Background: an optimization exercise with open tools, aiming at small area and a short achievable clock period. Do not read the settings as production practice. The RTL was checked by simulation tests, not by an equivalence proof against the original design. No activity file was given, so power comes from the tool's default toggle rates.

==> flow/design.v (excerpt) <==
module vi_exe(
input		clk_i,
input		rsn_i,
input		kill_i,
input	[31:0]	instr_i,
input	[31:0]	pc_i,
input	[31:0]	data_a_i,
input	[31:0]	data_b_i,
input	[4:0]	write_addr_i,
input		int_write_enable_i,
output	[31:0]	exe_result_o,
output		exe_illegal_o,
output	[4:0]	mult_wr_en_o,
output	[24:0]	mult_addr_o,
output	[31:0]	mult5_data_o,
output	[31:0]	mult5_instr_o,
output	[31:0]	mult5_pc_o);
Size in the first run: about 3000 cells after synthesis, ~790 flip-flops, about 300 I/O pins, roughly 36000 µm² of cells after synthesis.
Settings: LEC_CHECK=0, CAP_MARGIN=20, CORE_MARGIN=2, CORE_UTILIZATION=40, CTS_CLUSTER_DIAMETER=80, CTS_CLUSTER_SIZE=28, SLEW_MARGIN=20, SYNTH_HIERARCHICAL=1; clock period 10.0 ns.
standard.sh (not shown) runs the stock make flow with config.mk's settings and CLKGATE_MAP_FILE= SYNTH_SCRIPT=/design/flow/synth_recipe.tcl, a recipe that flattens the netlist after the stock synthesis.
==> flow/flow/run.sh <==
#!/bin/bash
set -euo pipefail
export SETUP_SLACK_MARGIN=6.8
export POST_GLOBAL_PLACE_TCL="$PWD/flow/ports.tcl"
export BUFFER_PORTS_ARGS="-buffer_cell sky130_fd_sc_hd__buf_2"
bash standard.sh > standard.log 2>&1
==> flow/flow/ports.tcl <==
# Run after global placement (POST_GLOBAL_PLACE_TCL): the flow's buffer_ports
# gave every port a buf_2; the input ports' buffers become buf_1 (the
# resizer may size them up again where timing needs it).
foreach inst [get_cells input*] {
  if {[get_property [get_lib_cells -of_objects $inst] name] == "sky130_fd_sc_hd__buf_2"} {
    replace_cell $inst sky130_fd_sc_hd__buf_1
  }
}
Rerun with:
--- a/flow/flow/run.sh
+++ b/flow/flow/run.sh
@@ -4 +3,0 @@
-export POST_GLOBAL_PLACE_TCL="$PWD/flow/ports.tcl"
removed: flow/flow/ports.tcl
The changed run ran to the end with no violations. Design area rose by 1.1%. Synthesized cell count does not change. Synthesized area stays the same. Routed wire length rose by 0.70%. Die area is unchanged. Global-route usage fell by 0.12 points. Clock power barely changes. Hold slack improved by 9.3 ps. Worst setup slack improved by 3.6 ps.
Rerun with:
==> flow/flow/run.sh (replaced) <==
#!/bin/bash
set -euo pipefail
export SETUP_SLACK_MARGIN=6.8
export PRE_GLOBAL_PLACE_TCL="$PWD/flow/ports.tcl"
export BUFFER_PORTS_ARGS="-inputs -buffer_cell sky130_fd_sc_hd__buf_1"
bash standard.sh > standard.log 2>&1
==> flow/flow/ports.tcl (new file) <==
# Run before global placement: buffer the outputs with buf_2 here; the flow's
# own buffer_ports call (BUFFER_PORTS_ARGS) then buffers the inputs with buf_1.
buffer_ports -outputs -buffer_cell sky130_fd_sc_hd__buf_2
=>
- sequential power is about the same
- die area stays the same
- maximum frequency barely changes
- worst hold slack improves by 11 ps
- global-route usage drops by 0.12 points
- synthesized area stays the same
- clock-buffer cell count shrinks by 1
- synthesized cell count is unchanged
- total power barely changes
Rerun with:
==> flow/flow/run.sh (replaced) <==
#!/bin/bash
set -euo pipefail
export SETUP_SLACK_MARGIN=6.8
export POST_GLOBAL_PLACE_TCL="$PWD/flow/ports.tcl"
export BUFFER_PORTS_ARGS="-buffer_cell sky130_fd_sc_hd__buf_2"
bash standard.sh > standard.log 2>&1
==> flow/flow/ports.tcl (replaced) <==
# Run after global placement (POST_GLOBAL_PLACE_TCL): the flow's buffer_ports
# gave every port a buf_2; the input ports' buffers become buf_1 (the
# resizer may size them up again where timing needs it).
foreach inst [get_cells input*] {
  if {[get_property [get_lib_cells -of_objects $inst] name] == "sky130_fd_sc_hd__buf_2"} {
    replace_cell $inst sky130_fd_sc_hd__buf_1
  }
}
--- a/flow/config.mk
+++ b/flow/config.mk
@@ -11,2 +11,3 @@
-export CTS_CLUSTER_DIAMETER = 80
-export CTS_CLUSTER_SIZE = 28
+export CTS_BUF_LIST = sky130_fd_sc_hd__clkbuf_8
+export CTS_CLUSTER_DIAMETER = 60
+export CTS_CLUSTER_SIZE = 20
The changed run completed without violations.
Final area climbs by 4.4%.
Maximum frequency drops by 2.4%.
Cell count climbs by 5.3%.
Combinational power climbs by about 9%.
Via count climbs by 3.2%.
Wire length climbs by 2.3%.
Hold slack is worse by 38 ps.
Utilization climbs by 1.9 points.
Clock skew climbs by 49 ps.

what the ideal ports hide:
No port has a modelled driver above. Below, the same layouts with a new extraction and two added sets of constraints. Step 1, drivers: a clkbuf_16 drives clk_i and a buf_2 each remaining input, both assumed. Step 2 moves the port delays by t, midway between the first and last clock arrival at a register: inputs arrive t later, outputs are due t later. That takes back most of the time a late clock gives input paths. a / b / c = ideal / step 1 / step 2; a / b = the first two.
run	shift t [ns]	slack for setup (ns)	hold WS [ns]	latest minus earliest clock arrival (ns)	worst slew at a driven data input, ns
the first run	0.679	6.849 / 6.794 / 6.253	0.292 / 0.292 / 0.292	0.043 / 0.044	0.14
the second run	0.676	6.852 / 6.800 / 6.389	0.301 / 0.301 / 0.301	0.063 / 0.063	0.13
the third run	0.693	6.846 / 6.812 / 6.304	0.312 / 0.312 / 0.312	0.046 / 0.047	0.14
the fourth run	0.780	6.768 / 6.712 / 6.180	0.274 / 0.274 / 0.274	0.093 / 0.093	0.14
After both steps setup and hold are still met in every run listed. The setup slack of the first run, which loses most, moves by -0.055 ns with the drivers and by -0.596 ns with both steps.
